What follows belongs to an exercise in optimizing a design on an open flow for small area and a short achievable clock period; a production flow would make more cautious choices. RTL that was checked went through simulation tests only; none was proved equivalent to the original. The RTL of runs 2 and 3 was laid out without a check of its function. Power figures rest on the tool's default switching activity, not on a simulated workload.

<file path="flow/flow/run.sh">
#!/bin/bash
# Standard layout, with the ports buffered by buf_2 cells instead of the
# cell buffer_ports picks by default, and a clock tree with larger sink
# clusters and no dummy loads. Each ORFS step logs under orfs/logs/.
set -euo pipefail
bash standard.sh BUFFER_PORTS_ARGS="-buffer_cell sky130_fd_sc_hd__buf_2" \
  CTS_ARGS="-sink_clustering_enable -repair_clock_nets -dont_use_dummy_load -sink_clustering_size 18 -sink_clustering_max_diameter 60 -buf_list sky130_fd_sc_hd__clkbuf_8" \
  finish > standard.log 2>&1
</file>
<file path="flow/constraint.sdc">
create_clock -name core_clock -period 6.5 [get_ports {clk}]
set_input_delay 1.3000 -clock core_clock [delete_from_list [all_inputs] [get_ports {clk}]]
set_output_delay 1.3000 -clock core_clock [all_outputs]
set_load 0.01 [all_outputs]
</file>
<file path="flow/config.mk">
export PLATFORM = sky130hd
export DESIGN_NAME = bfu_dif_top
export DESIGN_NICKNAME = bfu_dif_top
export VERILOG_FILES = /design/flow/design.v
export SDC_FILE = /design/flow/constraint.sdc
export NUM_CORES = 4
export LEC_CHECK = 0
export CAP_MARGIN = 20
export CORE_MARGIN = 2
export CORE_UTILIZATION = 40
export SETUP_SLACK_MARGIN = 4.0
export SLEW_MARGIN = 20
</file>
<file path="flow/design.v">
module cmx_add (
    input [31:0] a,
    input [31:0] b,
    input sub_flag,
    output [31:0] c
  );
  wire signed [15:0] a_real = a[15:0];
  wire signed [15:0] a_img = a[31:16];
  wire signed [15:0] b_real = b[15:0];
  wire signed [15:0] b_img = b[31:16];
  wire [15:0] c_real = (sub_flag)? (a_real - b_real):
       a_real + b_real;
  wire [15:0] c_img = (sub_flag)? (a_img - b_img):
       a_img + b_img;
  assign c = {c_img, c_real};     
endmodule
module bfu_internal(
    input [31:0] a,
    input [31:0] b,
    output [31:0] c_plus,
    output [31:0] c_minus
  );
  cmx_add u0_cmx_add_plus(
    .a(a),
    .b(b),
    .sub_flag(1'h0),
    .c(c_plus)
  );
  cmx_add u1_cmx_add_minus(
    .a(a),
    .b(b),
    .sub_flag(1'h1),
    .c(c_minus)
  );
endmodule
module cmx_mult # (parameter AWIDTH = 16, BWIDTH = 16)
  (
    input clk,
    input reset_n,
    input signed [AWIDTH-1:0]      ar, ai,
    input signed [BWIDTH-1:0]      br, bi,
    output signed [AWIDTH+BWIDTH:0] pr, pi
  );
  reg signed [AWIDTH-1:0] ai_d, ai_dd, ai_ddd, ai_dddd   ;
  reg signed [AWIDTH-1:0] ar_d, ar_dd, ar_ddd, ar_dddd   ;
  reg signed [BWIDTH-1:0] bi_d, bi_dd, bi_ddd, br_d, br_dd, br_ddd ;
  reg signed [AWIDTH:0]  addcommon     ;
  reg signed [BWIDTH:0]  addr, addi     ;
  reg signed [AWIDTH+BWIDTH:0] mult0, multr, multi, pr_int, pi_int  ;
  reg signed [AWIDTH+BWIDTH:0] common, commonr1, commonr2   ;
  always @(posedge clk or negedge reset_n)
  begin
    if (!reset_n)
    begin
      ar_d   <= 'h0;
      ar_dd  <= 'h0;
      ai_d   <= 'h0;
      ai_dd  <= 'h0;
      br_d   <= 'h0;
      br_dd  <= 'h0;
      br_ddd <= 'h0;
      bi_d   <= 'h0;
      bi_dd  <= 'h0;
      bi_ddd <= 'h0;
    end
    else
    begin
      ar_d   <= ar;
      ar_dd  <= ar_d;
      ai_d   <= ai;
      ai_dd  <= ai_d;
      br_d   <= br;
      br_dd  <= br_d;
      br_ddd <= br_dd;
      bi_d   <= bi;
      bi_dd  <= bi_d;
      bi_ddd <= bi_dd;
    end
  end
  always @(posedge clk or negedge reset_n)
  begin
    if (!reset_n)
    begin
      addcommon <= 'h0;
      mult0     <= 'h0;
      common    <= 'h0;
    end
    else
    begin
      addcommon <= ar_d - ai_d;
      mult0     <= addcommon * bi_dd;
      common    <= mult0;
    end
  end
  always @(posedge clk or negedge reset_n)
  begin
    if (!reset_n)
    begin
      ar_ddd   <= 'h0;
      ar_dddd  <= 'h0;
      addr     <= 'h0;
      multr    <= 'h0;
      commonr1 <= 'h0;
      pr_int   <= 'h0;
    end
    else
    begin
      ar_ddd   <= ar_dd;
      ar_dddd  <= ar_ddd;
      addr     <= br_ddd - bi_ddd;
      multr    <= addr * ar_dddd;
      commonr1 <= common;
      pr_int   <= multr + commonr1;
    end
  end
  always @(posedge clk or negedge reset_n)
  begin
    if (!reset_n)
    begin
      ai_ddd   <= 'h0;
      ai_dddd  <= 'h0;
      addi     <= 'h0;
      multi    <= 'h0;
      commonr2 <= 'h0;
      pi_int   <= 'h0;
    end
    else
    begin
      ai_ddd   <= ai_dd;
      ai_dddd  <= ai_ddd;
      addi     <= br_ddd + bi_ddd;
      multi    <= addi * ai_dddd;
      commonr2 <= common;
      pi_int   <= multi + commonr2;
    end
  end
  assign pr = pr_int;
  assign pi = pi_int;
endmodule  
module delay_buffer #(
    parameter  BIT_WIDTH = 32,
    parameter  DELAY_STAGES = 6
  ) (
    input clk,
    input reset_n,
    input [BIT_WIDTH-1:0] buf_in,
    output [BIT_WIDTH-1:0] buf_out
  );
  reg [BIT_WIDTH-1:0] r_stages [0:DELAY_STAGES-1];
  integer  i;
  always @(posedge clk or negedge reset_n)
  begin
    if (!reset_n)
    begin
      for (i=0; i<DELAY_STAGES; i=i+1)
      begin
        r_stages[i] <= 'h0;
      end
    end
    else
    begin
      r_stages[0] <= buf_in;
      for (i=0; i<(DELAY_STAGES-1); i=i+1)
      begin
        r_stages[i+1] <= r_stages[i];
      end
    end
  end
  assign buf_out = r_stages[DELAY_STAGES-1];
endmodule
module rom_async (
	addr,
	data
);
	parameter WIDTH = 8;
	parameter DEPTH = 256;
	parameter INIT_F = "";
	localparam ADDRW = $clog2(DEPTH);
	input wire [ADDRW - 1:0] addr;
	output reg [WIDTH - 1:0] data;
	reg [WIDTH - 1:0] memory [0:DEPTH - 1];
	initial begin
		$readmemh("tw_rom_p_8_st_1_q_8.mem", memory);
	end
	always @(*) data = memory[addr];
endmodule
module tw_rom #(parameter ROM_DEPTH = 4,
                  parameter ROM_WIDTH = 32,
                  parameter ROM_FILE = "tw_rom.mem",
                  parameter A_WIDTH = $clog2(ROM_DEPTH)
                 ) (
                   input [A_WIDTH-1:0] addr,
                   output  signed [15:0] tw_real,
                   output  signed [15:0] tw_img
                 );
  rom_async #(
              .WIDTH(ROM_WIDTH),
              .DEPTH(ROM_DEPTH),
              .INIT_F(ROM_FILE)
            ) tw_rom(
              .addr(addr),
              .data({tw_img, tw_real})
            );
endmodule
module bfu_dif_top
  #(parameter  Q_POINT = 8,
    parameter  TW_ROM_DEPTH = 4,
    parameter ADDR_W = $clog2(TW_ROM_DEPTH),
    parameter TW_ROM_FILE = "tw_rom_p_8_st_1_q_8.mem")
   (
     input clk,
     input reset_n,
     input [31:0] a,
     input [31:0] b,
     input [ADDR_W-1:0] tw_addr,
     output [31:0] c_plus,
     output [31:0] c_minus
   );
  function [11:0] kmul;
    input k;
    input [3:0] n;
    begin
      kmul[0] = (k & ~n[3] & ~n[2] & ~n[1] & n[0]) | (k & ~n[3] & ~n[2] & n[1] & n[0]) | (k & ~n[3] & n[2] & ~n[1] & n[0]) | (k & ~n[3] & n[2] & n[1] & n[0]) | (k & n[3] & ~n[2] & ~n[1] & n[0]) | (k & n[3] & ~n[2] & n[1] & n[0]) | (k & n[3] & n[2] & ~n[1] & n[0]) | (k & n[3] & n[2] & n[1] & n[0]);
      kmul[1] = (k & ~n[3] & ~n[2] & n[1] & ~n[0]) | (k & ~n[3] & ~n[2] & n[1] & n[0]) | (k & ~n[3] & n[2] & n[1] & ~n[0]) | (k & ~n[3] & n[2] & n[1] & n[0]) | (k & n[3] & ~n[2] & n[1] & ~n[0]) | (k & n[3] & ~n[2] & n[1] & n[0]) | (k & n[3] & n[2] & n[1] & ~n[0]) | (k & n[3] & n[2] & n[1] & n[0]);
      kmul[2] = (k & ~n[3] & ~n[2] & ~n[1] & n[0]) | (k & ~n[3] & ~n[2] & n[1] & n[0]) | (k & ~n[3] & n[2] & ~n[1] & ~n[0]) | (k & ~n[3] & n[2] & n[1] & ~n[0]) | (k & n[3] & ~n[2] & ~n[1] & n[0]) | (k & n[3] & ~n[2] & n[1] & n[0]) | (k & n[3] & n[2] & ~n[1] & ~n[0]) | (k & n[3] & n[2] & n[1] & ~n[0]);
      kmul[3] = (k & ~n[3] & ~n[2] & n[1] & ~n[0]) | (k & ~n[3] & ~n[2] & n[1] & n[0]) | (k & ~n[3] & n[2] & ~n[1] & n[0]) | (k & ~n[3] & n[2] & n[1] & ~n[0]) | (k & n[3] & ~n[2] & ~n[1] & ~n[0]) | (k & n[3] & ~n[2] & ~n[1] & n[0]) | (k & n[3] & n[2] & ~n[1] & ~n[0]) | (k & n[3] & n[2] & n[1] & n[0]);
      kmul[4] = (k & ~n[3] & ~n[2] & ~n[1] & n[0]) | (k & ~n[3] & ~n[2] & n[1] & n[0]) | (k & ~n[3] & n[2] & ~n[1] & ~n[0]) | (k & ~n[3] & n[2] & n[1] & ~n[0]) | (k & ~n[3] & n[2] & n[1] & n[0]) | (k & n[3] & ~n[2] & ~n[1] & n[0]) | (k & n[3] & ~n[2] & n[1] & ~n[0]) | (k & n[3] & n[2] & ~n[1] & ~n[0]) | (k & n[3] & n[2] & ~n[1] & n[0]) | (k & n[3] & n[2] & n[1] & n[0]);
      kmul[5] = (k & ~n[3] & ~n[2] & ~n[1] & n[0]) | (k & ~n[3] & ~n[2] & n[1] & ~n[0]) | (k & ~n[3] & n[2] & n[1] & ~n[0]) | (k & ~n[3] & n[2] & n[1] & n[0]) | (k & n[3] & ~n[2] & ~n[1] & ~n[0]) | (k & n[3] & n[2] & ~n[1] & ~n[0]) | (k & n[3] & n[2] & ~n[1] & n[0]) | (k & n[3] & n[2] & n[1] & ~n[0]);
      kmul[6] = (k & ~n[3] & ~n[2] & n[1] & ~n[0]) | (k & ~n[3] & n[2] & ~n[1] & ~n[0]) | (k & ~n[3] & n[2] & n[1] & n[0]) | (k & n[3] & ~n[2] & ~n[1] & n[0]) | (k & n[3] & ~n[2] & n[1] & n[0]) | (k & n[3] & n[2] & ~n[1] & ~n[0]) | (k & n[3] & n[2] & n[1] & ~n[0]);
      kmul[7] = (k & ~n[3] & ~n[2] & ~n[1] & n[0]) | (k & ~n[3] & n[2] & ~n[1] & ~n[0]) | (k & ~n[3] & n[2] & ~n[1] & n[0]) | (k & ~n[3] & n[2] & n[1] & n[0]) | (k & n[3] & ~n[2] & ~n[1] & ~n[0]) | (k & n[3] & ~n[2] & n[1] & n[0]) | (k & n[3] & n[2] & n[1] & ~n[0]) | (k & n[3] & n[2] & n[1] & n[0]);
      kmul[8] = (~k & ~n[3] & ~n[2] & ~n[1] & n[0]) | (~k & ~n[3] & ~n[2] & n[1] & n[0]) | (~k & ~n[3] & n[2] & ~n[1] & n[0]) | (~k & ~n[3] & n[2] & n[1] & n[0]) | (~k & n[3] & ~n[2] & ~n[1] & n[0]) | (~k & n[3] & ~n[2] & n[1] & n[0]) | (~k & n[3] & n[2] & ~n[1] & n[0]) | (~k & n[3] & n[2] & n[1] & n[0]) | (k & ~n[3] & ~n[2] & n[1] & ~n[0]) | (k & ~n[3] & n[2] & ~n[1] & n[0]) | (k & n[3] & ~n[2] & ~n[1] & ~n[0]) | (k & n[3] & ~n[2] & n[1] & ~n[0]) | (k & n[3] & ~n[2] & n[1] & n[0]) | (k & n[3] & n[2] & ~n[1] & n[0]) | (k & n[3] & n[2] & n[1] & ~n[0]);
      kmul[9] = (~k & ~n[3] & ~n[2] & n[1] & ~n[0]) | (~k & ~n[3] & ~n[2] & n[1] & n[0]) | (~k & ~n[3] & n[2] & n[1] & ~n[0]) | (~k & ~n[3] & n[2] & n[1] & n[0]) | (~k & n[3] & ~n[2] & n[1] & ~n[0]) | (~k & n[3] & ~n[2] & n[1] & n[0]) | (~k & n[3] & n[2] & n[1] & ~n[0]) | (~k & n[3] & n[2] & n[1] & n[0]) | (k & ~n[3] & ~n[2] & n[1] & n[0]) | (k & ~n[3] & n[2] & ~n[1] & ~n[0]) | (k & ~n[3] & n[2] & ~n[1] & n[0]) | (k & n[3] & ~n[2] & ~n[1] & n[0]) | (k & n[3] & ~n[2] & n[1] & ~n[0]) | (k & n[3] & ~n[2] & n[1] & n[0]) | (k & n[3] & n[2] & n[1] & n[0]);
      kmul[10] = (~k & ~n[3] & n[2] & ~n[1] & ~n[0]) | (~k & ~n[3] & n[2] & ~n[1] & n[0]) | (~k & ~n[3] & n[2] & n[1] & ~n[0]) | (~k & ~n[3] & n[2] & n[1] & n[0]) | (~k & n[3] & n[2] & ~n[1] & ~n[0]) | (~k & n[3] & n[2] & ~n[1] & n[0]) | (~k & n[3] & n[2] & n[1] & ~n[0]) | (~k & n[3] & n[2] & n[1] & n[0]) | (k & ~n[3] & n[2] & n[1] & ~n[0]) | (k & ~n[3] & n[2] & n[1] & n[0]) | (k & n[3] & ~n[2] & ~n[1] & ~n[0]) | (k & n[3] & ~n[2] & ~n[1] & n[0]) | (k & n[3] & ~n[2] & n[1] & ~n[0]) | (k & n[3] & ~n[2] & n[1] & n[0]);
      kmul[11] = (~k & n[3] & ~n[2] & ~n[1] & ~n[0]) | (~k & n[3] & ~n[2] & ~n[1] & n[0]) | (~k & n[3] & ~n[2] & n[1] & ~n[0]) | (~k & n[3] & ~n[2] & n[1] & n[0]) | (~k & n[3] & n[2] & ~n[1] & ~n[0]) | (~k & n[3] & n[2] & ~n[1] & n[0]) | (~k & n[3] & n[2] & n[1] & ~n[0]) | (~k & n[3] & n[2] & n[1] & n[0]) | (k & n[3] & n[2] & ~n[1] & ~n[0]) | (k & n[3] & n[2] & ~n[1] & n[0]) | (k & n[3] & n[2] & n[1] & ~n[0]) | (k & n[3] & n[2] & n[1] & n[0]);
    end
  endfunction
  function [7:0] kmul_top;
    input k;
    input [1:0] n;
    begin
      kmul_top[0] = (k & ~n[1] & n[0]) | (k & n[1] & n[0]);
      kmul_top[1] = (k & n[1] & ~n[0]) | (k & n[1] & n[0]);
      kmul_top[2] = (k & ~n[1] & n[0]) | (k & n[1] & ~n[0]);
      kmul_top[3] = (k & n[1] & n[0]);
      kmul_top[4] = (k & ~n[1] & n[0]) | (k & n[1] & ~n[0]);
      kmul_top[5] = (k & ~n[1] & n[0]);
      kmul_top[6] = (k & n[1] & n[0]);
      kmul_top[7] = (k & ~n[1] & n[0]) | (k & n[1] & ~n[0]);
    end
  endfunction
  function kmul_c;
    input k;
    input [7:0] n;
    reg [11:0] t0, t1;
    reg [4:0] s;
    begin
      t0 = kmul(k, n[3:0]);
      t1 = kmul(k, n[7:4]);
      s = {1'b0, t1[3:0]} + {1'b0, t0[7:4]};
      kmul_c = s[4];
    end
  endfunction
  function [7:0] kmul_q;
    input k;
    input [7:0] n;
    input c;
    reg [11:0] t0, t1;
    begin
      t0 = kmul(k, n[3:0]);
      t1 = kmul(k, n[7:4]);
      kmul_q = t1[11:4] + {4'd0, t0[11:8]} + {7'd0, c};
    end
  endfunction
  wire [8:0] srL = {1'b0, a[7:0]} + {1'b0, b[7:0]};
  wire [8:0] siL = {1'b0, a[23:16]} + {1'b0, b[23:16]};
  wire [8:0] ndL = {1'b0, b[7:0]} + {1'b0, ~a[7:0]} + {1'b1};
  wire [8:0] diL = {1'b0, a[23:16]} + {1'b0, ~b[23:16]} + {1'b1};
  reg [7:0] sr1, si1, nd1, di1;
  reg csr1, csi1, cnd1, cdi1;
  reg [7:0] arh1, aih1, brh1, bih1;
  reg r1_z2, r1_t3, r1_z0, r1_c;
  reg i1_nz0, i1_nz2, i1_nt3;
  reg k1;
  always @(posedge clk) begin
    sr1 <= srL[7:0]; si1 <= siL[7:0]; nd1 <= ndL[7:0]; di1 <= diL[7:0];
    csr1 <= srL[8]; csi1 <= siL[8]; cnd1 <= ndL[8]; cdi1 <= diL[8];
    arh1 <= a[15:8]; aih1 <= a[31:24]; brh1 <= b[15:8]; bih1 <= b[31:24];
    r1_z2 <= tw_addr == 2'd2; r1_t3 <= tw_addr == 2'd3; r1_z0 <= tw_addr == 2'd0; r1_c <= ~tw_addr[1];
    i1_nz0 <= tw_addr != 2'd0; i1_nz2 <= tw_addr != 2'd2; i1_nt3 <= tw_addr != 2'd3;
    k1 <= tw_addr[0];
  end
  wire [8:0] srH = {1'b0, arh1} + {1'b0, brh1} + {csr1};
  wire [8:0] siH = {1'b0, aih1} + {1'b0, bih1} + {csi1};
  wire [8:0] ndH = {1'b0, brh1} + {1'b0, ~arh1} + {cnd1};
  wire [8:0] diH = {1'b0, aih1} + {1'b0, ~bih1} + {cdi1};
  wire [7:0] xrL = r1_z2 ? 8'd0 : (r1_t3 ? nd1 : ~nd1);
  wire [7:0] yrL = r1_z0 ? 8'd0 : di1;
  wire [7:0] xiL = i1_nz0 ? nd1 : 8'd0;
  wire [7:0] yiL = i1_nz2 ? (i1_nt3 ? di1 : ~di1) : 8'd0;
  wire [8:0] urL = {1'b0, xrL} + {1'b0, yrL} + {r1_c};
  wire [8:0] uiL = {1'b0, xiL} + {1'b0, yiL} + {~i1_nt3};
  reg [31:0] p2;
  reg [7:0] ndh2, dih2, url2, uil2;
  reg cur2, cui2, ndz2;
  reg r2_z2, r2_t3, r2_z0;
  reg i2_nz0, i2_nz2, i2_nt3;
  reg k2, nk2;
  always @(posedge clk) begin
    p2 <= {siH[7:0], si1, srH[7:0], sr1};
    ndh2 <= ndH[7:0]; dih2 <= diH[7:0];
    url2 <= urL[7:0]; uil2 <= uiL[7:0]; cur2 <= urL[8]; cui2 <= uiL[8];
    ndz2 <= nd1 != 8'd0;
    r2_z2 <= r1_z2; r2_t3 <= r1_t3; r2_z0 <= r1_z0;
    i2_nz0 <= i1_nz0; i2_nz2 <= i1_nz2; i2_nt3 <= i1_nt3;
    k2 <= k1; nk2 <= ~k1;
  end
  wire nd_neg = ndh2[7] & (ndh2[6:0] != 7'd0 | ndz2);
  wire [9:0] ndxH = {{2{nd_neg}}, ndh2};
  wire [9:0] dixH = {{2{dih2[7]}}, dih2};
  wire [9:0] xrH = r2_z2 ? 10'd0 : (r2_t3 ? ndxH : ~ndxH);
  wire [9:0] yrH = r2_z0 ? 10'd0 : dixH;
  wire [9:0] xiH = i2_nz0 ? ndxH : 10'd0;
  wire [9:0] yiH = i2_nz2 ? (i2_nt3 ? dixH : ~dixH) : 10'd0;
  wire [10:0] urH = {1'b0, xrH} + {1'b0, yrH} + {cur2};
  wire [10:0] uiH = {1'b0, xiH} + {1'b0, yiH} + {cui2};
  reg [31:0] p3;
  reg [9:0] urh3, uih3;
  reg [7:0] url3, uil3;
  reg rqc3, iqc3;
  reg k3, nk3;
  always @(posedge clk) begin
    p3 <= p2;
    urh3 <= urH[9:0]; uih3 <= uiH[9:0];
    url3 <= url2; uil3 <= uil2;
    rqc3 <= kmul_c(k2, url2); iqc3 <= kmul_c(~nk2, uil2);
    k3 <= k2; nk3 <= nk2;
  end
  reg [31:0] p4;
  reg [9:0] urh4, uih4;
  reg [7:0] rq4, iq4;
  reg k4, nk4;
  always @(posedge clk) begin
    p4 <= p3;
    urh4 <= urh3; uih4 <= uih3;
    rq4 <= kmul_q(k3, url3, rqc3); iq4 <= kmul_q(~nk3, uil3, iqc3);
    k4 <= k3; nk4 <= nk3;
  end
  wire [11:0] rT2 = kmul(k4, urh4[3:0]), rT3 = kmul(k4, urh4[7:4]);
  wire [7:0] rT4 = kmul_top(k4, urh4[9:8]);
  wire rb_cs0 = rq4[0] ^ rT2[0] ^ 1'b0;
  wire rb_cc0 = (rq4[0] & rT2[0]) | (rq4[0] & 1'b0) | (rT2[0] & 1'b0);
  wire rb_cs1 = rq4[1] ^ rT2[1] ^ 1'b0;
  wire rb_cc1 = (rq4[1] & rT2[1]) | (rq4[1] & 1'b0) | (rT2[1] & 1'b0);
  wire rb_cs2 = rq4[2] ^ rT2[2] ^ 1'b0;
  wire rb_cc2 = (rq4[2] & rT2[2]) | (rq4[2] & 1'b0) | (rT2[2] & 1'b0);
  wire rb_cs3 = rq4[3] ^ rT2[3] ^ 1'b0;
  wire rb_cc3 = (rq4[3] & rT2[3]) | (rq4[3] & 1'b0) | (rT2[3] & 1'b0);
  wire rb_cs4 = rq4[4] ^ rT2[4] ^ rT3[0];
  wire rb_cc4 = (rq4[4] & rT2[4]) | (rq4[4] & rT3[0]) | (rT2[4] & rT3[0]);
  wire rb_cs5 = rq4[5] ^ rT2[5] ^ rT3[1];
  wire rb_cc5 = (rq4[5] & rT2[5]) | (rq4[5] & rT3[1]) | (rT2[5] & rT3[1]);
  wire rb_cs6 = rq4[6] ^ rT2[6] ^ rT3[2];
  wire rb_cc6 = (rq4[6] & rT2[6]) | (rq4[6] & rT3[2]) | (rT2[6] & rT3[2]);
  wire rb_cs7 = rq4[7] ^ rT2[7] ^ rT3[3];
  wire rb_cc7 = (rq4[7] & rT2[7]) | (rq4[7] & rT3[3]) | (rT2[7] & rT3[3]);
  wire [7:0] rbS = {rb_cs7, rb_cs6, rb_cs5, rb_cs4, rb_cs3, rb_cs2, rb_cs1, rb_cs0};
  wire [7:0] rbC = {rb_cc6, rb_cc5, rb_cc4, rb_cc3, rb_cc2, rb_cc1, rb_cc0, 1'b0};
  wire [8:0] rsb = {1'b0, rbS} + {1'b0, rbC};
  wire [7:0] rsbv = rsb[7:0];
  wire rcba = rsb[8], rcbb = rb_cc7;
  wire rc_cs0 = rT2[8] ^ rT3[4] ^ rT4[0];
  wire rc_cc0 = (rT2[8] & rT3[4]) | (rT2[8] & rT4[0]) | (rT3[4] & rT4[0]);
  wire rc_cs1 = rT2[9] ^ rT3[5] ^ rT4[1];
  wire rc_cc1 = (rT2[9] & rT3[5]) | (rT2[9] & rT4[1]) | (rT3[5] & rT4[1]);
  wire rc_cs2 = rT2[10] ^ rT3[6] ^ rT4[2];
  wire rc_cc2 = (rT2[10] & rT3[6]) | (rT2[10] & rT4[2]) | (rT3[6] & rT4[2]);
  wire rc_cs3 = rT2[11] ^ rT3[7] ^ rT4[3];
  wire rc_cc3 = (rT2[11] & rT3[7]) | (rT2[11] & rT4[3]) | (rT3[7] & rT4[3]);
  wire rc_cs4 = 1'b0 ^ rT3[8] ^ rT4[4];
  wire rc_cc4 = (1'b0 & rT3[8]) | (1'b0 & rT4[4]) | (rT3[8] & rT4[4]);
  wire rc_cs5 = 1'b0 ^ rT3[9] ^ rT4[5];
  wire rc_cc5 = (1'b0 & rT3[9]) | (1'b0 & rT4[5]) | (rT3[9] & rT4[5]);
  wire rc_cs6 = 1'b0 ^ rT3[10] ^ rT4[6];
  wire rc_cc6 = (1'b0 & rT3[10]) | (1'b0 & rT4[6]) | (rT3[10] & rT4[6]);
  wire rc_cs7 = 1'b0 ^ rT3[11] ^ rT4[7];
  wire rc_cc7 = (1'b0 & rT3[11]) | (1'b0 & rT4[7]) | (rT3[11] & rT4[7]);
  wire [7:0] rcS = {rc_cs7, rc_cs6, rc_cs5, rc_cs4, rc_cs3, rc_cs2, rc_cs1, rc_cs0};
  wire [6:0] rcC = {rc_cc6, rc_cc5, rc_cc4, rc_cc3, rc_cc2, rc_cc1, rc_cc0};
  wire [11:0] iT2 = kmul(~nk4, uih4[3:0]), iT3 = kmul(~nk4, uih4[7:4]);
  wire [7:0] iT4 = kmul_top(~nk4, uih4[9:8]);
  wire ib_cs0 = iq4[0] ^ iT2[0] ^ 1'b0;
  wire ib_cc0 = (iq4[0] & iT2[0]) | (iq4[0] & 1'b0) | (iT2[0] & 1'b0);
  wire ib_cs1 = iq4[1] ^ iT2[1] ^ 1'b0;
  wire ib_cc1 = (iq4[1] & iT2[1]) | (iq4[1] & 1'b0) | (iT2[1] & 1'b0);
  wire ib_cs2 = iq4[2] ^ iT2[2] ^ 1'b0;
  wire ib_cc2 = (iq4[2] & iT2[2]) | (iq4[2] & 1'b0) | (iT2[2] & 1'b0);
  wire ib_cs3 = iq4[3] ^ iT2[3] ^ 1'b0;
  wire ib_cc3 = (iq4[3] & iT2[3]) | (iq4[3] & 1'b0) | (iT2[3] & 1'b0);
  wire ib_cs4 = iq4[4] ^ iT2[4] ^ iT3[0];
  wire ib_cc4 = (iq4[4] & iT2[4]) | (iq4[4] & iT3[0]) | (iT2[4] & iT3[0]);
  wire ib_cs5 = iq4[5] ^ iT2[5] ^ iT3[1];
  wire ib_cc5 = (iq4[5] & iT2[5]) | (iq4[5] & iT3[1]) | (iT2[5] & iT3[1]);
  wire ib_cs6 = iq4[6] ^ iT2[6] ^ iT3[2];
  wire ib_cc6 = (iq4[6] & iT2[6]) | (iq4[6] & iT3[2]) | (iT2[6] & iT3[2]);
  wire ib_cs7 = iq4[7] ^ iT2[7] ^ iT3[3];
  wire ib_cc7 = (iq4[7] & iT2[7]) | (iq4[7] & iT3[3]) | (iT2[7] & iT3[3]);
  wire [7:0] ibS = {ib_cs7, ib_cs6, ib_cs5, ib_cs4, ib_cs3, ib_cs2, ib_cs1, ib_cs0};
  wire [7:0] ibC = {ib_cc6, ib_cc5, ib_cc4, ib_cc3, ib_cc2, ib_cc1, ib_cc0, 1'b0};
  wire [8:0] isb = {1'b0, ibS} + {1'b0, ibC};
  wire [7:0] isbv = isb[7:0];
  wire icba = isb[8], icbb = ib_cc7;
  wire ic_cs0 = iT2[8] ^ iT3[4] ^ iT4[0];
  wire ic_cc0 = (iT2[8] & iT3[4]) | (iT2[8] & iT4[0]) | (iT3[4] & iT4[0]);
  wire ic_cs1 = iT2[9] ^ iT3[5] ^ iT4[1];
  wire ic_cc1 = (iT2[9] & iT3[5]) | (iT2[9] & iT4[1]) | (iT3[5] & iT4[1]);
  wire ic_cs2 = iT2[10] ^ iT3[6] ^ iT4[2];
  wire ic_cc2 = (iT2[10] & iT3[6]) | (iT2[10] & iT4[2]) | (iT3[6] & iT4[2]);
  wire ic_cs3 = iT2[11] ^ iT3[7] ^ iT4[3];
  wire ic_cc3 = (iT2[11] & iT3[7]) | (iT2[11] & iT4[3]) | (iT3[7] & iT4[3]);
  wire ic_cs4 = 1'b0 ^ iT3[8] ^ iT4[4];
  wire ic_cc4 = (1'b0 & iT3[8]) | (1'b0 & iT4[4]) | (iT3[8] & iT4[4]);
  wire ic_cs5 = 1'b0 ^ iT3[9] ^ iT4[5];
  wire ic_cc5 = (1'b0 & iT3[9]) | (1'b0 & iT4[5]) | (iT3[9] & iT4[5]);
  wire ic_cs6 = 1'b0 ^ iT3[10] ^ iT4[6];
  wire ic_cc6 = (1'b0 & iT3[10]) | (1'b0 & iT4[6]) | (iT3[10] & iT4[6]);
  wire ic_cs7 = 1'b0 ^ iT3[11] ^ iT4[7];
  wire ic_cc7 = (1'b0 & iT3[11]) | (1'b0 & iT4[7]) | (iT3[11] & iT4[7]);
  wire [7:0] icS = {ic_cs7, ic_cs6, ic_cs5, ic_cs4, ic_cs3, ic_cs2, ic_cs1, ic_cs0};
  wire [6:0] icC = {ic_cc6, ic_cc5, ic_cc4, ic_cc3, ic_cc2, ic_cc1, ic_cc0};
  reg [31:0] p5;
  reg [7:0] rb5, ib5, rs5, is5;
  reg [6:0] rk5, ik5;
  reg rc5a, rc5b, ic5a, ic5b;
  always @(posedge clk) begin
    p5 <= p4;
    rb5 <= rsbv; ib5 <= isbv; rs5 <= rcS; is5 <= icS; rk5 <= rcC; ik5 <= icC;
    rc5a <= rcba; rc5b <= rcbb; ic5a <= icba; ic5b <= icbb;
  end
  reg [31:0] p6, m6;
  always @(posedge clk) begin
    p6 <= p5;
    m6 <= {is5 + {ik5, ic5a} + {7'd0, ic5b}, ib5, rs5 + {rk5, rc5a} + {7'd0, rc5b}, rb5};
  end
  assign c_plus = p6;
  assign c_minus = m6;
endmodule
</file>
<file path="flow/tw_rom_p_8_st_1_q_8.mem">
00000100
FF4B00B5
FF000000
FF4BFF4B
</file>
<file path="flow/standard.sh">
#!/bin/bash
# synth_recipe.tcl (not shown) runs the flow's synth.tcl, then flattens the netlist and writes it again
# the make line also repeats each setting of config.mk as NAME=value (left out here)
make -C /OpenROAD-flow-scripts/flow DESIGN_CONFIG=/design/flow/config.mk WORK_HOME=/design/flow/orfs CLKGATE_MAP_FILE= SYNTH_SCRIPT=/design/flow/synth_recipe.tcl "${@:-finish}"
</file>
==> run_summary.xml, run 1 <==
<?xml version="1.0" encoding="UTF-8"?>
<metrics>
  <group name="finish">
    <metric name="design.final.nets" unit="">2122</metric>
    <metric name="multiInputGateArea" unit="um^2">8640</metric>
    <metric name="final_area" unit="um^2">20400</metric>
    <metric name="fillerInstances" unit="">4010</metric>
    <metric name="finish.cell_count_without_fillers" unit="">2454</metric>
    <metric name="layout.area.seq" unit="um^2">8850</metric>
    <metric name="areaGrowthSynthToFinish" unit="%">15.7</metric>
    <metric name="drive_gt1_share" unit="%">19.4</metric>
  </group>
  <group name="place">
    <metric name="pre_cts_ws" unit="ps">3520</metric>
    <metric name="post-place-cells" unit="">2356</metric>
    <metric name="place.gp.congestion" unit="">0.833</metric>
    <metric name="postPlaceCellArea" unit="um^2">19000</metric>
    <metric name="port_buffers" unit="">130</metric>
    <metric name="dp.final_hpwl" unit="um">22700</metric>
  </group>
  <group name="yosys">
    <metric name="synth.area.top_cells" unit="">sky130_fd_sc_hd__dfxtp_1 50%, sky130_fd_sc_hd__ha_1 9.8%, sky130_fd_sc_hd__xnor2_1 5.3%, sky130_fd_sc_hd__fa_1 5.2%, sky130_fd_sc_hd__a21oi_1 2.9%</metric>
    <metric name="synthArstFlopShare" unit="%">0</metric>
    <metric name="synth.yosys.seq_area_share" unit="%">49.7</metric>
    <metric name="avgSynthCellArea" unit="um^2">10.4</metric>
    <metric name="syn-instance-count" unit="">1688</metric>
    <metric name="synth_top_cell_by_area" unit="">sky130_fd_sc_hd__dfxtp_1</metric>
    <metric name="yosys_most_used_dff" unit="">sky130_fd_sc_hd__dfxtp_1</metric>
    <metric name="number_of_flops_mapped_to_enable_cells_by_yosys" unit="">0</metric>
    <metric name="yosysWarnings" unit="">1</metric>
    <metric name="mappedNetlistArea" unit="um^2">17600</metric>
    <metric name="synth_largest_type_area_fraction" unit="%">49.7</metric>
    <metric name="synth_cell_type_count" unit="">60</metric>
    <metric name="yosys_register_bits" unit="">437</metric>
    <metric name="synth_fp_nets" unit="">1940</metric>
  </group>
  <group name="worst_hold_path">
    <metric name="hold_path_class" unit="">reg2reg</metric>
  </group>
  <group name="critical_path">
    <metric name="timing_worst_setup_path_type" unit="">reg2reg</metric>
    <metric name="cpPeakStageDelay" unit="ps">430</metric>
    <metric name="worst_ep_required_time" unit="ps">6890</metric>
    <metric name="timing.critical_path.fanout_max" unit="">4</metric>
    <metric name="worstSetupEndpointType" unit="">flop</metric>
    <metric name="crit_path_top_delay_cell" unit="">sky130_fd_sc_hd__fa_2</metric>
    <metric name="cp_data_arrival_time" unit="ps">2950</metric>
    <metric name="timing.critical_path.from_type" unit="">flop</metric>
    <metric name="critical_path.cell_chain" unit="">buf_4 -&gt; nand2_4 -&gt; o221ai_4 -&gt; a21oi_2 -&gt; fa_2 -&gt; fa_2 -&gt; a21o_1 -&gt; a21o_1 -&gt; nand2_2 -&gt; a21oi_1 -&gt; a211o_1</metric>
  </group>
  <group name="routing">
    <metric name="routed-via-count" unit="">11257</metric>
    <metric name="vias_per_cell" unit="">4.59</metric>
    <metric name="postRouteAntennaNets" unit="">0</metric>
    <metric name="initialDrtViolationCount" unit="">297</metric>
    <metric name="wl" unit="um">30700</metric>
    <metric name="detail_route.wl_per_cell" unit="um">12.5</metric>
    <metric name="detail_route.drc_violations" unit="">0</metric>
    <metric name="pre_antenna_drt_iters" unit="">4</metric>
  </group>
  <group name="timing">
    <metric name="setup_violations" unit="">0</metric>
    <metric name="setup_slack_of_the_critical_path_after_layout" unit="ps">3940</metric>
    <metric name="tightest_slew" unit="ps">558</metric>
    <metric name="timing.final.hold_violations" unit="">0</metric>
    <metric name="finalCritPeriodShare" unit="%">39.4</metric>
    <metric name="maxSlewHeadroom" unit="%">61.8</metric>
    <metric name="timing.final.max_slew_violations" unit="">0</metric>
    <metric name="rsz0062_at_grt" unit="">yes</metric>
    <metric name="finalClockSkew" unit="ps">88.4</metric>
    <metric name="max_freq" unit="MHz">390</metric>
    <metric name="tns" unit="ps">0</metric>
    <metric name="timing.final.crit_period" unit="ps">2560</metric>
  </group>
  <group name="outcome">
    <metric name="outcome" unit="">finished clean</metric>
  </group>
  <group name="floorplanning">
    <metric name="fp.coreArea" unit="um^2">43300</metric>
    <metric name="die_w" unit="um">214</metric>
    <metric name="start_util" unit="%">40.7</metric>
    <metric name="die_area" unit="um^2">45700</metric>
    <metric name="row_count" unit="">76</metric>
    <metric name="die-height" unit="um">214</metric>
    <metric name="design.portCount" unit="">132</metric>
  </group>
  <group name="global_routing">
    <metric name="first_pass_grt_wire_length" unit="um">50700</metric>
    <metric name="grt_pass1_vias" unit="">11046</metric>
    <metric name="gr-usage-all-layers" unit="%">13.5</metric>
    <metric name="overflow" unit="">0</metric>
    <metric name="grt_start_max_net_pins" unit="">34</metric>
    <metric name="antenna_found_initial" unit="">2</metric>
  </group>
  <group name="clock_tree">
    <metric name="cts-root-buf" unit="">sky130_fd_sc_hd__clkbuf_8</metric>
    <metric name="cts_sinks" unit="">437</metric>
    <metric name="cts_htree_levels" unit="">2</metric>
    <metric name="cts_hold_repair_buffers" unit="">0</metric>
    <metric name="cts_tree" unit="">done</metric>
    <metric name="tritoncts.num_buffers" unit="">37</metric>
    <metric name="ctsLongestPathBuffers" unit="">3</metric>
    <metric name="clk-insertion-delay-late" unit="ps">610</metric>
    <metric name="path_clk_slew" unit="ps">90</metric>
  </group>
  <group name="flow_run">
    <metric name="drv.max_cap_violation_count" unit="">0</metric>
  </group>
  <group name="power">
    <metric name="pwr_density_cell" unit="nW/um^2">471</metric>
    <metric name="vdd_drop_max" unit="V">0.000215</metric>
    <metric name="power.static_leakage" unit="nW">9.19</metric>
  </group>
</metrics>
## metal layers
layer / global-route usage, % / up-vias / routed length (um)
li1: - / 5896 / -
met1: 17.2 / 5124 / 14200
met2: 22.6 / 180 / 14400
met3: 3.02 / 55 / 1470
met4: 4.96 / 2 / 706
met5: 0 / - / 13
## sequential cells by signal, indices dropped and copies added, names as in the netlist, 10 cells and up
name and count:
p2 32, p6 32, p3 32, uih3 10, p4 32, uih4 10
m6 32, p5 32, urh3 10, urh4 10
## final cells by class
type / instances / share of cell area, %
antenna: 1 / 0.0123
clock buffer: 37 / 2.50
inverter: 130 / 2.53
multi-input combinational: 1074 / 42.4
sequential: 437 / 43.5
tap: 585 / 3.59
timing repair buffer: 190 / 5.47
## stage by stage
step	hold slack [ps]	utilization [%]	power, mW
after global placement	310	43.9	7.65
after detailed placement	312	43.9	7.75
after floorplan	310	-	6.86
final	305	47.1	9.59
after CTS	307	46.1	9.41
after global routing	307	47.1	10.4
## synthesized netlist by cell type, drive strengths merged, types with 5 or more instances
library cell	count
clkbuf	38
a21o	27
nand2b	29
a22o	6
and2	46
xor2	56
o21ai	72
inv	130
a2111oi	5
buf	9
nor4	8
o221ai	6
o211ai	8
nand2	78
ha	138
o21bai	23
fa	46
a21oi	102
nor3	21
nor2	123
a211oi	11
o21a	15
nand3	11
xnor2	107
dfxtp	437
nor2b	69
## final timing paths
kind	start	endpoint	slack, ps	cells after the start
setup reg to reg	uil3[6]	iq4[6]	3940	11
setup / recovery	uil3[6]	iq4[6]	3940	11
hold / removal	p5[3]	p6[3]	310	0
hold reg to reg	p5[3]	p6[3]	310	0
## cells by family after synthesis
| group | Yosys count | share of synthesized area [%] |
|---|---|---|
| flops | 437 | 49.7 |
| simple gates | 404 | 11.4 |
| compound gates | 315 | 11.4 |
| fa+ha+maj | 188 | 15.3 |
| buf+inv | 177 | 3.85 |
| xor+xnor | 163 | 8.11 |
| mux | 4 | 0.227 |
## placed cells by master, fill, tap and decap left out, types with 5 or more instances in the layout
cell type	Yosys	final
sky130_fd_sc_hd__ha_4	0	10
sky130_fd_sc_hd__a21o_1	27	27
sky130_fd_sc_hd__a21oi_2	0	20
sky130_fd_sc_hd__clkbuf_8	0	37
sky130_fd_sc_hd__dfxtp_2	0	13
sky130_fd_sc_hd__o21ai_1	0	8
sky130_fd_sc_hd__a21oi_1	102	82
sky130_fd_sc_hd__fa_2	0	14
sky130_fd_sc_hd__o21ai_2	0	6
sky130_fd_sc_hd__nor3_1	21	21
sky130_fd_sc_hd__xnor2_1	107	107
sky130_fd_sc_hd__nand3_1	11	11
sky130_fd_sc_hd__dfxtp_4	0	23
sky130_fd_sc_hd__fa_1	46	32
sky130_fd_sc_hd__and2_1	46	46
sky130_fd_sc_hd__nor4_1	8	8
sky130_fd_sc_hd__o21a_1	14	14
sky130_fd_sc_hd__ha_1	138	128
sky130_fd_sc_hd__o21ai_0	72	58
sky130_fd_sc_hd__a211oi_1	11	10
sky130_fd_sc_hd__o211ai_1	8	8
sky130_fd_sc_hd__nor2b_4	0	5
sky130_fd_sc_hd__inv_2	0	5
sky130_fd_sc_hd__buf_2	3	131
sky130_fd_sc_hd__a22o_1	6	6
sky130_fd_sc_hd__o21bai_1	23	23
sky130_fd_sc_hd__xor2_1	56	56
sky130_fd_sc_hd__dfxtp_1	437	401
sky130_fd_sc_hd__nand2b_1	29	26
sky130_fd_sc_hd__inv_1	129	120
sky130_fd_sc_hd__nand2_1	78	69
sky130_fd_sc_hd__nor2b_1	69	63
sky130_fd_sc_hd__nor2_1	123	121
sky130_fd_sc_hd__buf_4	0	54
sky130_fd_sc_hd__nand2_2	0	6
## timing repair
item	4_1_cts	5_1_grt
gates cloned	0	0
gates resized for setup	85	53
setup endpoints to repair	26	21
endpoints found under the hold margin	0	0
pin swaps	23	23
buffers inserted	33	27
## critical path: cells and delay by family (launching register included)
kind            cells  cell delay [ps]
simple gates        2              140
buf+inv             1              130
compound gates      6              970
fa+ha+maj           2              780
flops               1              380
## where the power goes
| group | switching (mW) | internal (mW) |
|---|---|---|
| Sequential | 0.583 | 3.61 |
| Clock | 0.786 | 0.510 |
| Combinational | 2.04 | 2.07 |
==> inputs of run 2 (changes only) <==
--- a/flow/design.v
+++ b/flow/design.v
@@ -388,2 +388,4 @@
   wire [6:0] rcC = {rc_cc6, rc_cc5, rc_cc4, rc_cc3, rc_cc2, rc_cc1, rc_cc0};
+  wire [8:0] rsc = {1'b0, rcS} + {1'b0, {rcC, 1'b0}};
+  wire [7:0] rscv = rsc[7:0];
   wire [11:0] iT2 = kmul(~nk4, uih4[3:0]), iT3 = kmul(~nk4, uih4[7:4]);
@@ -429,5 +431,6 @@
   wire [6:0] icC = {ic_cc6, ic_cc5, ic_cc4, ic_cc3, ic_cc2, ic_cc1, ic_cc0};
+  wire [8:0] isc = {1'b0, icS} + {1'b0, {icC, 1'b0}};
+  wire [7:0] iscv = isc[7:0];
   reg [31:0] p5;
   reg [7:0] rb5, ib5, rs5, is5;
-  reg [6:0] rk5, ik5;
   reg rc5a, rc5b, ic5a, ic5b;
@@ -435,3 +438,3 @@
     p5 <= p4;
-    rb5 <= rsbv; ib5 <= isbv; rs5 <= rcS; is5 <= icS; rk5 <= rcC; ik5 <= icC;
+    rb5 <= rsbv; ib5 <= isbv; rs5 <= rscv; is5 <= iscv;
     rc5a <= rcba; rc5b <= rcbb; ic5a <= icba; ic5b <= icbb;
@@ -441,3 +444,3 @@
     p6 <= p5;
-    m6 <= {is5 + {ik5, ic5a} + {7'd0, ic5b}, ib5, rs5 + {rk5, rc5a} + {7'd0, rc5b}, rb5};
+    m6 <= {is5 + {7'd0, ic5a} + {7'd0, ic5b}, ib5, rs5 + {7'd0, rc5a} + {7'd0, rc5b}, rb5};
   end
--- a/flow/flow/run.sh
+++ b/flow/flow/run.sh
@@ -6,3 +6,3 @@
 bash standard.sh BUFFER_PORTS_ARGS="-buffer_cell sky130_fd_sc_hd__buf_2" \
-  CTS_ARGS="-sink_clustering_enable -repair_clock_nets -dont_use_dummy_load -sink_clustering_size 18 -sink_clustering_max_diameter 60 -buf_list sky130_fd_sc_hd__clkbuf_8" \
+  CTS_ARGS="-sink_clustering_enable -repair_clock_nets -dont_use_dummy_load -sink_clustering_size 30 -sink_clustering_max_diameter 80" \
   finish > standard.log 2>&1
==> run 2 against run 1 <==
  * Synthesized area is 0.38% lower
  * Fmax fell by 3.3%
  * Non-clock buffer count grew 25
  * Combinational power up 18%
  * Highest routed layer is now met4
==> run_summary.xml, run 2 <==
<?xml version="1.0" encoding="UTF-8"?>
<metrics>
  <group name="outcome">
    <metric name="outcome" unit="">finished clean</metric>
  </group>
  <group name="finish">
    <metric name="finish.cell_count_without_fillers" unit="">2502</metric>
    <metric name="areaGrowthSynthToFinish" unit="%">18.2</metric>
    <metric name="mostFrequentLayoutCell" unit="">sky130_fd_sc_hd__dfxtp_1</metric>
    <metric name="drive_gt1_share" unit="%">21.4</metric>
    <metric name="design.final.nets" unit="">2171</metric>
    <metric name="fillerInstances" unit="">3964</metric>
    <metric name="layout_common_cells" unit="">384 x sky130_fd_sc_hd__dfxtp_1, 135 x sky130_fd_sc_hd__inv_1, 133 x sky130_fd_sc_hd__buf_2</metric>
  </group>
  <group name="place">
    <metric name="place.gp.congestion" unit="">0.810</metric>
    <metric name="dp.final_hpwl" unit="um">22700</metric>
    <metric name="port_buffers" unit="">130</metric>
    <metric name="post-place-cells" unit="">2392</metric>
  </group>
  <group name="routing">
    <metric name="wl" unit="um">31700</metric>
    <metric name="detail_route.wl_per_cell" unit="um">12.7</metric>
    <metric name="vias_per_cell" unit="">4.63</metric>
    <metric name="routed-via-count" unit="">11582</metric>
    <metric name="pre_antenna_drt_iters" unit="">5</metric>
    <metric name="detail_route.drc_violations" unit="">0</metric>
    <metric name="initialDrtViolationCount" unit="">457</metric>
    <metric name="postRouteAntennaNets" unit="">0</metric>
  </group>
  <group name="global_routing">
    <metric name="grt_start_max_net_pins" unit="">33</metric>
    <metric name="antenna_found_initial" unit="">1</metric>
    <metric name="gr-usage-all-layers" unit="%">13.6</metric>
    <metric name="grt_pass1_vias" unit="">11285</metric>
    <metric name="overflow" unit="">0</metric>
    <metric name="first_pass_grt_wire_length" unit="um">51800</metric>
  </group>
  <group name="timing">
    <metric name="hold_ws" unit="ps">314</metric>
    <metric name="max_freq" unit="MHz">377</metric>
    <metric name="timing.final.crit_period" unit="ps">2650</metric>
    <metric name="timing.final.max_slew_violations" unit="">0</metric>
    <metric name="maxSlewHeadroom" unit="%">68.3</metric>
    <metric name="tns" unit="ps">0</metric>
    <metric name="setup_violations" unit="">0</metric>
    <metric name="tightest_slew" unit="ps">463</metric>
    <metric name="finalClockSkew" unit="ps">71.5</metric>
    <metric name="timing.final.hold_violations" unit="">0</metric>
    <metric name="finalCritPeriodShare" unit="%">40.8</metric>
    <metric name="rsz0062_at_grt" unit="">yes</metric>
  </group>
  <group name="power">
    <metric name="pwr_density_cell" unit="nW/um^2">497</metric>
    <metric name="power.static_leakage" unit="nW">9.34</metric>
    <metric name="vdd_drop_max" unit="V">0.000222</metric>
    <metric name="report.power.total" unit="mW">10.3</metric>
  </group>
  <group name="floorplanning">
    <metric name="design.portCount" unit="">132</metric>
    <metric name="die_w" unit="um">213</metric>
    <metric name="die-height" unit="um">213</metric>
    <metric name="fp.coreArea" unit="um^2">43200</metric>
    <metric name="row_count" unit="">76</metric>
    <metric name="die_area" unit="um^2">45500</metric>
    <metric name="start_util" unit="%">40.6</metric>
  </group>
  <group name="critical_path">
    <metric name="timing.critical_path.fanout_max" unit="">5</metric>
    <metric name="timing.critical_path.from_type" unit="">flop</metric>
    <metric name="r2r-end" unit="">rq4[5]</metric>
    <metric name="worstSetupEndpointType" unit="">flop</metric>
    <metric name="crit_path_top_delay_cell" unit="">sky130_fd_sc_hd__fa_2</metric>
    <metric name="crit-reg2reg-launch" unit="">url3[6]</metric>
    <metric name="worst_ep_required_time" unit="ps">6870</metric>
    <metric name="cpPeakStageDelay" unit="ps">370</metric>
    <metric name="ff2ff_path_depth" unit="">12</metric>
    <metric name="worstSetupEndpoint" unit="">rq4[5]</metric>
    <metric name="cp_data_arrival_time" unit="ps">3020</metric>
    <metric name="crit_start" unit="">url3[6]</metric>
    <metric name="r2r_slack" unit="ps">3850</metric>
    <metric name="timing_worst_setup_path_type" unit="">reg2reg</metric>
    <metric name="critical_path.cell_chain" unit="">nand2b_4 -&gt; or2_4 -&gt; o21ai_1 -&gt; nor2_1 -&gt; o21a_1 -&gt; fa_2 -&gt; buf_6 -&gt; a211oi_4 -&gt; o21bai_4 -&gt; buf_4 -&gt; o32ai_1 -&gt; a21oi_1</metric>
  </group>
  <group name="worst_hold_path">
    <metric name="hold_path_class" unit="">reg2reg</metric>
  </group>
  <group name="yosys">
    <metric name="yosys_most_used_dff" unit="">sky130_fd_sc_hd__dfxtp_1</metric>
    <metric name="commonest_cells_in_the_netlist" unit="">423 x sky130_fd_sc_hd__dfxtp_1, 147 x sky130_fd_sc_hd__inv_1, 140 x sky130_fd_sc_hd__ha_1</metric>
    <metric name="mappedNetlistArea" unit="um^2">17500</metric>
    <metric name="synthArstFlopShare" unit="%">0</metric>
    <metric name="yosysWarnings" unit="">1</metric>
    <metric name="avgSynthCellArea" unit="um^2">10.2</metric>
    <metric name="synth_top_cell_by_area" unit="">sky130_fd_sc_hd__dfxtp_1</metric>
    <metric name="synth.yosys.seq_area_share" unit="%">48.3</metric>
    <metric name="yosys_register_bits" unit="">423</metric>
    <metric name="synth_largest_type_area_fraction" unit="%">48.3</metric>
    <metric name="number_of_flops_mapped_to_enable_cells_by_yosys" unit="">0</metric>
    <metric name="synth_fp_nets" unit="">1976</metric>
    <metric name="synthMostInstantiatedCell" unit="">sky130_fd_sc_hd__dfxtp_1</metric>
    <metric name="synth_cell_type_count" unit="">65</metric>
    <metric name="synth.area.top_cells" unit="">sky130_fd_sc_hd__dfxtp_1 48%, sky130_fd_sc_hd__ha_1 10%, sky130_fd_sc_hd__xnor2_1 5.6%, sky130_fd_sc_hd__fa_1 5.2%, sky130_fd_sc_hd__a21oi_1 3.2%</metric>
    <metric name="syn-instance-count" unit="">1722</metric>
  </group>
  <group name="clock_tree">
    <metric name="clk-insertion-delay-late" unit="ps">570</metric>
    <metric name="path_clk_slew" unit="ps">70</metric>
    <metric name="cts_tree" unit="">done</metric>
    <metric name="ctsLongestPathBuffers" unit="">3</metric>
    <metric name="cts-root-buf" unit="">sky130_fd_sc_hd__clkbuf_16</metric>
    <metric name="cts_htree_levels" unit="">1</metric>
    <metric name="cts_sinks" unit="">423</metric>
    <metric name="tritoncts.num_buffers" unit="">23</metric>
  </group>
  <group name="flow_run">
    <metric name="drv.max_cap_violation_count" unit="">0</metric>
  </group>
</metrics>
-- run 2: power by group --
part / switching (mW) / internal [mW] / total, mW
combinational: 2.41 / 2.43 / 4.84
clock: 0.763 / 0.629 / 1.39
sequential: 0.563 / 3.51 / 4.07
-- run 2: cell families (layout without fill, tap and decap cells) --
family / count (synthesis) / in the layout / share of synthesized area [%]
compound gates: 332 / 332 / 11.9
xor+xnor: 168 / 168 / 8.39
fa+ha+maj: 190 / 190 / 15.5
buf+inv: 200 / 393 / 4.35
flops: 423 / 423 / 48.3
mux: 2 / 2 / 0.114
other cells: 0 / 2 / 0
simple gates: 407 / 407 / 11.5
-- run 2: final cells by class --
| type | count | area [um^2] | area share [%] |
|---|---|---|---|
| Tap cell | 585 | 732 | 3.53 |
| Timing Repair Buffer | 215 | 1320 | 6.35 |
| Sequential cell | 423 | 8590 | 41.4 |
| Antenna cell | 2 | 5.00 | 0.0241 |
| Inverter | 155 | 611 | 2.94 |
| Clock buffer | 23 | 576 | 2.78 |
| Multi-Input combinational cell | 1099 | 8910 | 43.0 |
-- run 2: critical path: cells and delay by family, from the launching register on --
kind	cells	cell delay, ps
AOI/OAI and AO/OA	6	1060
DFF	1	340
buffers and inverters	2	290
adders and majority gates	1	370
and+or+nand+nor	3	420
-- run 2: how the worst min path moves through the flow --
stage / slack, ps / to / cells after the start / start
finish: 310 / uih4[7] / 0 / uih3[7]
detailed placement: 310 / p2[3] / 0 / sr1[3]
CTS: 320 / uih4[7] / 0 / uih3[7]
global placement: 310 / p5[2] / 0 / p4[2]
global route: 320 / uih4[7] / 0 / uih3[7]
floorplan: 310 / urh4[1] / 0 / urh3[1]
-- run 2: stage by stage --
step / setup slack (ps) / util [%] / instance area (um^2)
after floorplan: 3870 / - / 17800
after CTS: 3780 / 46.4 / 20000
after global placement: 3340 / 44.0 / 19000
after global routing: 3710 / 48.0 / 20700
after detailed placement: 3360 / 44.0 / 19000
final: 3850 / 48.0 / 20700
-- run 2: metal layers --
| layer | wire, um | global-route usage, % | vias up |
|---|---|---|---|
| li1 | - | - | 6035 |
| met1 | 14400 | 17.3 | 5304 |
| met2 | 15100 | 23.6 | 192 |
| met3 | 1370 | 2.67 | 51 |
| met4 | 871 | 3.66 | 0 |
| met5 | 0 | 0 | - |
-- run 2: what timing repair did --
item	in CTS	in global routing
setup buffers	37	48
hold buffers	0	0
resized for setup	76	95
pin swaps	27	68
endpoints found under the setup margin	34	28
==> inputs of run 3 (changes only) <==
--- a/flow/design.v
+++ b/flow/design.v
@@ -281,3 +281,2 @@
   reg r1_z2, r1_t3, r1_z0, r1_c;
-  reg i1_nz0, i1_nz2, i1_nt3;
   reg k1;
@@ -288,3 +287,2 @@
     r1_z2 <= tw_addr == 2'd2; r1_t3 <= tw_addr == 2'd3; r1_z0 <= tw_addr == 2'd0; r1_c <= ~tw_addr[1];
-    i1_nz0 <= tw_addr != 2'd0; i1_nz2 <= tw_addr != 2'd2; i1_nt3 <= tw_addr != 2'd3;
     k1 <= tw_addr[0];
@@ -297,6 +295,6 @@
   wire [7:0] yrL = r1_z0 ? 8'd0 : di1;
-  wire [7:0] xiL = i1_nz0 ? nd1 : 8'd0;
-  wire [7:0] yiL = i1_nz2 ? (i1_nt3 ? di1 : ~di1) : 8'd0;
+  wire [7:0] xiL = ~r1_z0 ? nd1 : 8'd0;
+  wire [7:0] yiL = ~r1_z2 ? (~r1_t3 ? di1 : ~di1) : 8'd0;
   wire [8:0] urL = {1'b0, xrL} + {1'b0, yrL} + {r1_c};
-  wire [8:0] uiL = {1'b0, xiL} + {1'b0, yiL} + {~i1_nt3};
+  wire [8:0] uiL = {1'b0, xiL} + {1'b0, yiL} + {r1_t3};
   reg [31:0] p2;
@@ -305,4 +303,3 @@
   reg r2_z2, r2_t3, r2_z0;
-  reg i2_nz0, i2_nz2, i2_nt3;
-  reg k2, nk2;
+  reg k2;
   always @(posedge clk) begin
@@ -313,4 +310,3 @@
     r2_z2 <= r1_z2; r2_t3 <= r1_t3; r2_z0 <= r1_z0;
-    i2_nz0 <= i1_nz0; i2_nz2 <= i1_nz2; i2_nt3 <= i1_nt3;
-    k2 <= k1; nk2 <= ~k1;
+    k2 <= k1;
   end
@@ -321,4 +317,4 @@
   wire [9:0] yrH = r2_z0 ? 10'd0 : dixH;
-  wire [9:0] xiH = i2_nz0 ? ndxH : 10'd0;
-  wire [9:0] yiH = i2_nz2 ? (i2_nt3 ? dixH : ~dixH) : 10'd0;
+  wire [9:0] xiH = ~r2_z0 ? ndxH : 10'd0;
+  wire [9:0] yiH = ~r2_z2 ? (~r2_t3 ? dixH : ~dixH) : 10'd0;
   wire [10:0] urH = {1'b0, xrH} + {1'b0, yrH} + {cur2};
@@ -329,3 +325,3 @@
   reg rqc3, iqc3;
-  reg k3, nk3;
+  reg k3;
   always @(posedge clk) begin
@@ -334,4 +330,4 @@
     url3 <= url2; uil3 <= uil2;
-    rqc3 <= kmul_c(k2, url2); iqc3 <= kmul_c(~nk2, uil2);
-    k3 <= k2; nk3 <= nk2;
+    rqc3 <= kmul_c(k2, url2); iqc3 <= kmul_c(k2, uil2);
+    k3 <= k2;
   end
@@ -340,3 +336,3 @@
   reg [7:0] rq4, iq4;
-  reg k4, nk4;
+  reg k4;
   always @(posedge clk) begin
@@ -344,4 +340,4 @@
     urh4 <= urh3; uih4 <= uih3;
-    rq4 <= kmul_q(k3, url3, rqc3); iq4 <= kmul_q(~nk3, uil3, iqc3);
-    k4 <= k3; nk4 <= nk3;
+    rq4 <= kmul_q(k3, url3, rqc3); iq4 <= kmul_q(k3, uil3, iqc3);
+    k4 <= k3;
   end
@@ -390,4 +386,4 @@
   wire [7:0] rscv = rsc[7:0];
-  wire [11:0] iT2 = kmul(~nk4, uih4[3:0]), iT3 = kmul(~nk4, uih4[7:4]);
-  wire [7:0] iT4 = kmul_top(~nk4, uih4[9:8]);
+  wire [11:0] iT2 = kmul(k4, uih4[3:0]), iT3 = kmul(k4, uih4[7:4]);
+  wire [7:0] iT4 = kmul_top(k4, uih4[9:8]);
   wire ib_cs0 = iq4[0] ^ iT2[0] ^ 1'b0;
==> run 3 against run 2 <==
  * Utilization shrank 0.64 points
  * Wire length rose by 3.3%
  * Synthesized cell count grew 3.5%
  * Sequential share of layout area fell by 1.0 points
  * Still clean on timing, DRC and antenna
  * Design area is 0.40% higher
  * Critical endpoint is now ib5[7]
  * Fmax fell by 2.1%
  * Sequential power shrank 1%
  * Critical path type unchanged
==> run_summary.xml, run 3 <==
<?xml version="1.0" encoding="UTF-8"?>
<metrics>
  <group name="yosys">
    <metric name="avgSynthCellArea" unit="um^2">9.92</metric>
    <metric name="yosys.area_share.xor_xnor" unit="%">7.87</metric>
    <metric name="synthMostInstantiatedCell" unit="">sky130_fd_sc_hd__dfxtp_1</metric>
    <metric name="synth-adder-area-share" unit="%">15.5</metric>
    <metric name="synth_mux_area_share" unit="%">0.170</metric>
    <metric name="mappedNetlistArea" unit="um^2">17700</metric>
    <metric name="synth_top_family_by_area" unit="">adder cells</metric>
    <metric name="synth_largest_type_area_fraction" unit="%">46.8</metric>
    <metric name="synth_fp_nets" unit="">2037</metric>
    <metric name="yosys_register_bits" unit="">414</metric>
    <metric name="synth_top_cell_by_area" unit="">sky130_fd_sc_hd__dfxtp_1</metric>
    <metric name="number_of_flops_mapped_to_enable_cells_by_yosys" unit="">0</metric>
    <metric name="synthArstFlopShare" unit="%">0</metric>
    <metric name="yosys_most_used_dff" unit="">sky130_fd_sc_hd__dfxtp_1</metric>
    <metric name="yosysWarnings" unit="">1</metric>
    <metric name="post_synthesis_compound_gate_area_fraction" unit="%">13.2</metric>
    <metric name="synth_cell_type_count" unit="">70</metric>
    <metric name="syn-instance-count" unit="">1783</metric>
    <metric name="synth.yosys.seq_area_share" unit="%">46.8</metric>
    <metric name="yosys.area_share.simple" unit="%">11.3</metric>
    <metric name="commonest_cells_in_the_netlist" unit="">414 x sky130_fd_sc_hd__dfxtp_1, 163 x sky130_fd_sc_hd__inv_1, 140 x sky130_fd_sc_hd__ha_1</metric>
    <metric name="synth.area.top_cells" unit="">sky130_fd_sc_hd__dfxtp_1 47%, sky130_fd_sc_hd__ha_1 9.9%, sky130_fd_sc_hd__fa_1 5.2%, sky130_fd_sc_hd__xnor2_1 4.6%, sky130_fd_sc_hd__inv_1 3.5%</metric>
  </group>
  <group name="worst_hold_path">
    <metric name="hold_path_class" unit="">reg2reg</metric>
  </group>
  <group name="routing">
    <metric name="met3_length" unit="um">1240</metric>
    <metric name="route.layer.met1.wl" unit="um">15100</metric>
    <metric name="dr.max_layer_used" unit="">met4</metric>
    <metric name="initialDrtViolationCount" unit="">403</metric>
    <metric name="pre_antenna_drt_iters" unit="">5</metric>
    <metric name="detailroute.wirelength.met2" unit="um">15700</metric>
    <metric name="detail_route.wl_per_cell" unit="um">12.8</metric>
    <metric name="postRouteAntennaNets" unit="">0</metric>
    <metric name="vias_per_cell" unit="">4.73</metric>
    <metric name="routed-via-count" unit="">12053</metric>
    <metric name="detail_route.drc_violations" unit="">0</metric>
    <metric name="wl" unit="um">32700</metric>
  </group>
  <group name="critical_path">
    <metric name="cpPeakStageDelay" unit="ps">460</metric>
    <metric name="crit_path_top_delay_cell" unit="">sky130_fd_sc_hd__fa_1</metric>
    <metric name="timing_worst_setup_path_type" unit="">reg2reg</metric>
    <metric name="cp_num_buf_inv" unit="">2</metric>
    <metric name="timing.critical_path.max_delay_family" unit="">compound AO/OA/AOI/OAI gates</metric>
    <metric name="timing.critical_path.from_type" unit="">flop</metric>
    <metric name="worst_ep_required_time" unit="ps">6950</metric>
    <metric name="cp_data_arrival_time" unit="ps">3160</metric>
    <metric name="worstSetupEndpointType" unit="">flop</metric>
    <metric name="worst_path_most_repeated_cell" unit="">sky130_fd_sc_hd__a21oi_1</metric>
    <metric name="timing.critical_path.fanout_max" unit="">10</metric>
    <metric name="critical_path.cell_chain" unit="">buf_12 -&gt; clkinvlp_2 -&gt; a21oi_1 -&gt; fa_1 -&gt; ha_1 -&gt; a21oi_1 -&gt; o21bai_1 -&gt; a21oi_1 -&gt; xnor2_1</metric>
  </group>
  <group name="finish">
    <metric name="design.final.nets" unit="">2213</metric>
    <metric name="drive_gt1_share" unit="%">20.6</metric>
    <metric name="layout.area.seq" unit="um^2">8410</metric>
    <metric name="antenna_cells_inserted" unit="">0</metric>
    <metric name="layout_common_cells" unit="">375 x sky130_fd_sc_hd__dfxtp_1, 139 x sky130_fd_sc_hd__inv_1, 130 x sky130_fd_sc_hd__buf_2</metric>
    <metric name="fillerInstances" unit="">4128</metric>
    <metric name="mostFrequentLayoutCell" unit="">sky130_fd_sc_hd__dfxtp_1</metric>
    <metric name="multiInputGateArea" unit="um^2">8980</metric>
    <metric name="areaGrowthSynthToFinish" unit="%">17.7</metric>
  </group>
  <group name="floorplanning">
    <metric name="die-height" unit="um">214</metric>
    <metric name="die_w" unit="um">214</metric>
    <metric name="row_count" unit="">77</metric>
    <metric name="fp.coreArea" unit="um^2">43900</metric>
    <metric name="start_util" unit="%">40.3</metric>
    <metric name="design.portCount" unit="">132</metric>
    <metric name="die_area" unit="um^2">45900</metric>
  </group>
  <group name="timing">
    <metric name="max_freq" unit="MHz">369</metric>
    <metric name="timing.final.hold_violations" unit="">0</metric>
    <metric name="timing.final.crit_period" unit="ps">2710</metric>
    <metric name="setup_violations" unit="">0</metric>
    <metric name="rsz0062_at_grt" unit="">yes</metric>
    <metric name="finalClockSkew" unit="ps">67.6</metric>
    <metric name="timing.final.max_slew_violations" unit="">0</metric>
    <metric name="tns" unit="ps">0</metric>
    <metric name="tightest_slew" unit="ps">454</metric>
    <metric name="maxSlewHeadroom" unit="%">69.4</metric>
    <metric name="finalCritPeriodShare" unit="%">41.7</metric>
    <metric name="setup_slack_of_the_critical_path_after_layout" unit="ps">3790</metric>
  </group>
  <group name="power">
    <metric name="vdd_drop_max" unit="V">0.000248</metric>
    <metric name="report.power.total" unit="mW">10.3</metric>
    <metric name="power.static_leakage" unit="nW">9.39</metric>
    <metric name="pwr_density_cell" unit="nW/um^2">494</metric>
  </group>
  <group name="clock_tree">
    <metric name="ctsLongestPathBuffers" unit="">3</metric>
    <metric name="cts_hold_repair_buffers" unit="">0</metric>
    <metric name="cts-root-buf" unit="">sky130_fd_sc_hd__clkbuf_16</metric>
    <metric name="tritoncts.num_buffers" unit="">26</metric>
    <metric name="cts_htree_levels" unit="">1</metric>
    <metric name="cts_tree" unit="">done</metric>
    <metric name="path_clk_slew" unit="ps">100</metric>
    <metric name="cts_sinks" unit="">414</metric>
    <metric name="clk-insertion-delay-late" unit="ps">590</metric>
  </group>
  <group name="place">
    <metric name="dp.final_hpwl" unit="um">23300</metric>
    <metric name="port_buffers" unit="">130</metric>
    <metric name="pre_cts_ws" unit="ps">3060</metric>
    <metric name="place.gp.congestion" unit="">0.820</metric>
  </group>
  <group name="global_routing">
    <metric name="antenna_found_initial" unit="">0</metric>
    <metric name="gr-usage-all-layers" unit="%">14.2</metric>
    <metric name="grt_pass1_vias" unit="">12071</metric>
    <metric name="overflow" unit="">0</metric>
    <metric name="grt_start_max_net_pins" unit="">31</metric>
    <metric name="first_pass_grt_wire_length" unit="um">55500</metric>
  </group>
  <group name="flow_run">
    <metric name="drv.max_cap_violation_count" unit="">0</metric>
  </group>
  <group name="outcome">
    <metric name="outcome" unit="">finished clean</metric>
  </group>
</metrics>
==> run 3: what timing repair did <==
item | in CTS | in global routing
gates resized for setup | 99 | 56
pin swaps | 29 | 29
setup buffers | 49 | 27
setup endpoints to repair | 48 | 30
gates cloned | 4 | 0
hold endpoints to repair | 0 | 0
==> run 3: final timing paths <==
check | end | depth (start not counted) | slack [ps] | from
hold reg to reg | p4[22] | 0 | 270 | p3[22]
setup / recovery | ib5[7] | 9 | 3790 | k4
hold / removal | p4[22] | 0 | 270 | p3[22]
setup reg to reg | ib5[7] | 9 | 3790 | k4
==> run 3: metrics by stage <==
stage	utilization (%)	cell area (um^2)	cells	hold slack [ps]
finish	47.4	20800	2549	275
global route	47.4	20800	2549	283
CTS	46.4	20400	2522	276
detailed placement	43.3	19000	2443	312
global placement	43.3	19000	2443	310
floorplan	-	18100	1783	309
==> run 3: power breakdown <==
part	leakage (nW)	switching, mW	total, mW	internal, mW
combinational	5.57	2.46	4.79	2.33
clock	0.320	0.768	1.47	0.705
sequential	3.50	0.566	4.02	3.45
total	9.39	3.79	10.3	6.49
==> run 3: layout make-up <==
cell class	count	share of cell area, %
inverter	164	3.18
multi-input combinational	1141	43.1
clock buffer	26	3.12
timing repair buffer	211	6.59
tap	592	3.56
timing repair inverter	1	0.0240
sequential	414	40.4
==> run 3: kinds of logic (layout without fill, tap and decap cells) <==
kind of cell / after synthesis / in the layout
buffers and inverters: 228 / 402
DFF: 414 / 414
muxes: 3 / 3
adders and majority gates: 193 / 193
and+or+nand+nor: 428 / 428
xor gates and xnor gates: 159 / 159
AOI/OAI and AO/OA: 358 / 358
==> run 3: per-layer routing <==
layer / GRT usage, % / vias to the layer above
met5: 0 / -
met4: 3.89 / 0
met3: 2.35 / 50
met2: 25.2 / 176
met1: 17.7 / 5566
li1: - / 6261

-- static timing again, ports no longer ideal --
How much do the figures lean on ideal ports? The routed layouts below were timed once more, with nothing changed but the port constraints. Step 1: set_driving_cell puts a clkbuf_16 on clk and a buf_2 on each other input, an assumption about the parent block. Step 2 also shifts input and output timing later by t, the mid clock arrival at the registers, as if the neighbouring blocks saw the same clock. Three values: no drivers, after step 1, after step 2; two values: the first two.
run | shift t [ns] | setup WS [ns] | worst hold slack (ns) | latest minus earliest clock arrival (ns) | worst data-port slew with drivers (ns)
run 1 | 0.611 | 3.936 / 3.936 / 3.461 | 0.305 / 0.305 / 0.305 | 0.105 / 0.105 | 0.06
run 2 | 0.579 | 3.848 / 3.848 / 3.601 | 0.314 / 0.314 / 0.314 | 0.092 / 0.092 | 0.06
run 3 | 0.605 | 3.792 / 3.792 / 3.554 | 0.275 / 0.275 / 0.275 | 0.077 / 0.077 | 0.05
After both steps every run listed still meets setup and hold. The setup slack of run 1, which loses most, moves by 0.000 ns with the drivers and by -0.475 ns with both steps.
